This is an optimization exercise on Yosys and OpenROAD, whose aim is small area, not a production implementation. In this exercise RTL edits were held to simulation tests only and were not proved equivalent to the original. Power figures rest on the tool's default switching activity, not on a simulated workload.

## before
==> flow/design.v (excerpt) <==
module salu(
      issue_source_reg1,
      issue_source_reg2,
      issue_dest_reg,
      issue_imm_value0,
      issue_imm_value1,
      issue_opcode,
      issue_wfid,
      issue_alu_select,
      exec_rd_exec_value,
      exec_rd_vcc_value,
      exec_rd_m0_value,
      exec_rd_scc_value,
      sgpr_source2_data,
      sgpr_source1_data,
      issue_instr_pc,
      exec_wr_exec_en,
      exec_wr_vcc_en,
      exec_wr_m0_en,
      exec_wr_scc_en,
      exec_wr_exec_value,
      exec_wr_vcc_value,
      exec_wr_m0_value,
      exec_wr_scc_value,
      exec_wr_wfid,
      exec_rd_en,
      exec_rd_wfid,
      sgpr_dest_data,
      sgpr_dest_addr,
      sgpr_dest_wr_en,
      sgpr_source2_addr,
      sgpr_source1_addr,
      sgpr_source1_rd_en,
      sgpr_source2_rd_en,
      issue_alu_ready,
      sgpr_instr_done_wfid,
      sgpr_instr_done,
      fetchwaveissue_branch_wfid,
      fetchwaveissue_branch_en,
      fetchwaveissue_branch_taken,
      fetch_branch_pc_value,
      tracemon_retire_pc,
      tracemon_exec_word_sel,
      tracemon_vcc_word_sel,
      clk,
      rst
 );
input clk;
input rst;
input issue_alu_select, exec_rd_scc_value;
input[5:0] issue_wfid;
input[11:0] issue_source_reg1, issue_source_reg2, issue_dest_reg;
input[15:0] issue_imm_value0;
input[31:0] issue_imm_value1, exec_rd_m0_value, issue_instr_pc, issue_opcode;
input[63:0] sgpr_source2_data, sgpr_source1_data,
            exec_rd_exec_value, exec_rd_vcc_value;
output exec_wr_exec_en, exec_wr_vcc_en, exec_wr_m0_en, exec_wr_scc_en,
         exec_wr_scc_value, exec_rd_en, sgpr_source1_rd_en, sgpr_source2_rd_en, issue_alu_ready, sgpr_instr_done,
         fetchwaveissue_branch_en, fetchwaveissue_branch_taken;
output [1:0] sgpr_dest_wr_en, tracemon_exec_word_sel, tracemon_vcc_word_sel;
output[5:0] exec_wr_wfid, exec_rd_wfid, sgpr_instr_done_wfid, fetchwaveissue_branch_wfid;
output[8:0] sgpr_dest_addr, sgpr_source2_addr, sgpr_source1_addr;
output[31:0] exec_wr_m0_value, fetch_branch_pc_value, tracemon_retire_pc;
output[63:0] exec_wr_exec_value, exec_wr_vcc_value, sgpr_dest_data;
localparam [5:0]
  OP_NOP = 6'd0,
  ...
==> flow/config.mk <==
export PLATFORM = sky130hd
export DESIGN_NAME = salu
export DESIGN_NICKNAME = salu
export VERILOG_FILES = /design/flow/design.v
export SDC_FILE = /design/flow/constraint.sdc
export NUM_CORES = 4
export LEC_CHECK = 0
export CAP_MARGIN = 20
export CORE_MARGIN = 2
export CORE_UTILIZATION = 50
export SLEW_MARGIN = 20
export SYNTH_HIERARCHICAL = 1
export SYNTH_MINIMUM_KEEP_SIZE = 0
==> flow/constraint.sdc <==
create_clock -name core_clock -period 11.0 [get_ports {clk}]
set_input_delay 2.2000 -clock core_clock [delete_from_list [all_inputs] [get_ports {clk}]]
set_output_delay 2.2000 -clock core_clock [all_outputs]
set_load 0.01 [all_outputs]
standard.sh (not shown) runs the stock make flow with config.mk's settings and CLKGATE_MAP_FILE= SYNTH_SCRIPT=/design/flow/synth_recipe.tcl, a recipe that flattens the netlist after the stock synthesis.
==> flow/flow/run.sh <==
#!/bin/bash
# The standard layout (standard.sh), with these changes to how it is made:
#  - ABC maps the logic with an area-oriented recipe (flow/abc_area_map.script)
#    in place of ORFS's speed recipe; everything else in synthesis is unchanged;
#  - the port buffers that global placement inserts use the smallest buffer;
#  - clock tree synthesis uses clkbuf_8 with smaller sink clusters and no
#    dummy loads.
# Each step's full log stays in orfs/logs/; make's own output goes to
# standard_make.log.
set -euo pipefail
here=$(pwd)
rm -rf "$here/scripts"
cp -r "$FLOW_HOME/scripts" "$here/scripts"
cp "$here/flow/abc_area_map.script" "$here/scripts/abc_speed.script"
export BUFFER_PORTS_ARGS="-buffer_cell sky130_fd_sc_hd__buf_1"
export CTS_ARGS="-sink_clustering_enable -repair_clock_nets -dont_use_dummy_load -buf_list sky130_fd_sc_hd__clkbuf_8 -sink_clustering_size 18 -sink_clustering_max_diameter 60"
bash standard.sh SCRIPTS_DIR="$here/scripts" finish > standard_make.log 2>&1
==> flow/flow/abc_area_map.script <==
&get -n
&st
&dch
&nf -a
&st
&syn2
&dch
&nf -a
&st
&syn2
&dch
&nf -a
&put
topo
stime -c
before finished every stage and its layout cleared the timing, design-rule and antenna checks.
[inputs] after vs before
diff --git a/flow/design.v b/flow/design.v
--- a/flow/design.v
+++ b/flow/design.v
@@ -1230,25 +1230,26 @@
 assign sgpr_source1_rd_en = v1;
 assign sgpr_source2_rd_en = v1;
 assign exec_rd_wfid       = wfid1;
 wire is_br1 = (op1[5:3] == 3'b000) & (op1 != OP_NOP);
 assign exec_rd_en = v1 & ((sr1[11] & sr1[10]) | (sr2[11] & sr2[10]) | is_br1);
 wire vccz  = ~(|exec_rd_vcc_value);
 wire execz = ~(|exec_rd_exec_value);
 wire sndimm1  = is_br1 | (op1 == OP_MOVK) | (op1 == OP_ADDK) | (op1 == OP_MULK);
 wire bit64_1  = (op1 == OP_MOV64) | (op1 == OP_SAVEEXEC) | (op1 == OP_AND64) |
                 (op1 == OP_OR64) | (op1 == OP_ANDN2);
 wire saveex1  = (op1 == OP_SAVEEXEC);
 wire xzero1   = (op1 == OP_MOVK);
-wire yzero1   = (op1 == OP_MOV32) | (op1 == OP_MOV64);
+wire yzero1   = (op1 == OP_MOV32) | (op1 == OP_MOV64) | (op1 == OP_NOT32);
+wire yones1   = (op1 == OP_NOT32);
 wire [31:0] vcc_lo = exec_rd_vcc_value[31:0],  vcc_hi = exec_rd_vcc_value[63:32];
 wire [31:0] exe_lo = exec_rd_exec_value[31:0], exe_hi = exec_rd_exec_value[63:32];
 wire [31:0] m0v = exec_rd_m0_value;
 wire s1_sg  = (sr1[11:9] == 3'b110);
 wire s1_sp  = (sr1[11:9] == 3'b111);
 wire s1_lit = ~sr1[11] & (sr1[10:0] == 11'h7FF);
 wire s1_inl = ~sr1[11] & ~s1_lit;
 wire s2_sg  = (sr2[11:9] == 3'b110);
 wire s2_sp  = (sr2[11:9] == 3'b111);
 wire s2_lit = ~sr2[11] & (sr2[10:0] == 11'h7FF);
 wire s2_inl = ~sr2[11] & ~s2_lit;
 wire xn = ~is_br1 & ~xzero1;
@@ -1287,25 +1288,26 @@
 wire ys_m0  = yn & s2_sp & (sr2[7:0] == 8'h04);
 wire ys_el  = (yn & s2_sp & (sr2[7:0] == 8'h08)) | saveex1;
 wire ys_eh  = yn & s2_sp & (sr2[7:0] == 8'h10);
 wire ys_vz  = yn & s2_sp & (sr2[7:0] == 8'h20);
 wire ys_ez  = yn & s2_sp & (sr2[7:0] == 8'h40);
 wire ys_sc  = yn & s2_sp & (sr2[7:0] == 8'h80);
 wire [31:0] inl2 = {{22{sr2[9]}}, sr2[9:0]};
 wire [31:0] y_lo = ({32{ys_k}} & {{16{imm0_1[15]}}, imm0_1}) |
                    ({32{ys_sg}} & sgpr_source2_data[31:0]) |
                    ({32{ys_imm}} & imm1_1) | ({32{ys_inl}} & inl2) |
                    ({32{ys_vl}} & vcc_lo) | ({32{ys_vh}} & vcc_hi) | ({32{ys_m0}} & m0v) |
                    ({32{ys_el}} & exe_lo) | ({32{ys_eh}} & exe_hi) |
-                   {31'b0, (ys_vz & vccz) | (ys_ez & execz) | (ys_sc & exec_rd_scc_value)};
+                   {31'b0, (ys_vz & vccz) | (ys_ez & execz) | (ys_sc & exec_rd_scc_value)} |
+                   {32{yones1}};
 wire yhn = bit64_1 & ~yzero1 & ~saveex1;
 wire yh_sg = yhn & ~sr2[9];
 wire yh_eh = (yhn & sr2[9] & (sr2[7:0] == 8'h08)) | saveex1;
 wire yh_vh = yhn & sr2[9] & (sr2[7:0] == 8'h01);
 wire [31:0] y_hi = ({32{yh_sg}} & sgpr_source2_data[63:32]) | ({32{yh_eh}} & exe_hi) |
                    ({32{yh_vh}} & vcc_hi);
 wire br_t1   = (op1 == OP_BR) | (op1 == OP_BR_SCC0) | (op1 == OP_BR_SCC1) |
                (op1 == OP_BR_VCCZ) | (op1 == OP_BR_EXECZ);
 wire add1    = (op1 == OP_ADD_U) | (op1 == OP_ADD_I) | (op1 == OP_ADDK);
 wire sub1    = (op1 == OP_SUB_U) | (op1 == OP_SUB_I) | (op1 == OP_MIN) |
                (op1 == OP_MAX) | (op1 == OP_CMP_EQ) | (op1 == OP_CMP_LEI) |
                (op1 == OP_CMP_GEU) | (op1 == OP_CMP_LEU) | (op1 == OP_CMP_Z);
@@ -1406,25 +1408,25 @@
   for (i = 0; i < 32; i = i + 1) begin : g_mrev
     assign mrev[i] = m[31-i];
   end
 endgenerate
 wire lt = m[32];                  
 wire eq = ~(|m[31:0]);
 wire ovf = m[31] ^ xl[31] ^ yl[31] ^ m[32];
 wire pick_x = (op2 == OP_MIN) ? lt : ~lt;
 wire o_or_hi = o_or | ~o_bit64;
 wire t11_lo = o_and | o_or | o_minmax | o_saveex;
 wire t10_lo = o_or | o_andn | (o_minmax & pick_x);
 wire t01_lo = o_or | o_not | (o_minmax & ~pick_x) | o_saveex;
-wire t00_lo = o_not;
+wire t00_lo = 1'b0;
 wire t11_hi = o_and | o_or_hi | o_saveex;
 wire t10_hi = o_or_hi | o_andn;
 wire t01_hi = o_or_hi | o_saveex;
 wire [31:0] xh = x2[63:32], yh = y2[63:32];
 wire [31:0] l_lo = ({32{t11_lo}} & xl & yl) | ({32{t10_lo}} & xl & ~yl) |
                    ({32{t01_lo}} & ~xl & yl) | ({32{t00_lo}} & ~xl & ~yl);
 wire [31:0] l_hi = ({32{t11_hi}} & xh & yh) | ({32{t10_hi}} & xh & ~yh) |
                    ({32{t01_hi}} & ~xh & yh);
 wire [31:0] r_lo = ({32{mc2[6]}} & m[31:0]) | ({32{mc2[10]}} & mrev) |
                    ({32{mc2[7]}} & l_lo);
 wire [31:0] r_hi = l_hi;
 wire hi32 = mc2[8];
Results
[flow] after | stages: complete | final checks: fail | reason: negative setup slack. Taking before as the reference, in after post-route minimum period saw an increase, critical path required time saw an increase. after: detailed-route vias per instance about 2.7% above before. Between before and after, the cell count went down. The clock network area share was comparable across after and before. Compared to before, after has part of the total power dissipated in combinational logic 0.5 points lower.

## afterwards: timing with drivers on the ports
In the flow no input, the clock included, has a driving cell. The finished layouts below were timed again as built, in two steps.
Step 1 sets driving cells, clkbuf_16 on the clock port and buf_2 on the other inputs (assumed; they add their load-dependent delay and slew).
Step 2 moves the port delays by t, midway between the first and last clock arrival at a register: inputs arrive t later, outputs are due t later. That takes back most of the time a late clock gives input paths.
Slacks: ideal / step 1 / step 2; pairs: ideal / step 1.
run	t (ns)	setup WS [ns]	slew at the worst register clock pin (ns)	worst data-port slew with drivers (ns)
before	0.742	0.318 / 0.318 / 0.318	0.11 / 0.11	0.28
after	0.755	-0.080 / -0.080 / -0.080	0.11 / 0.11	0.28
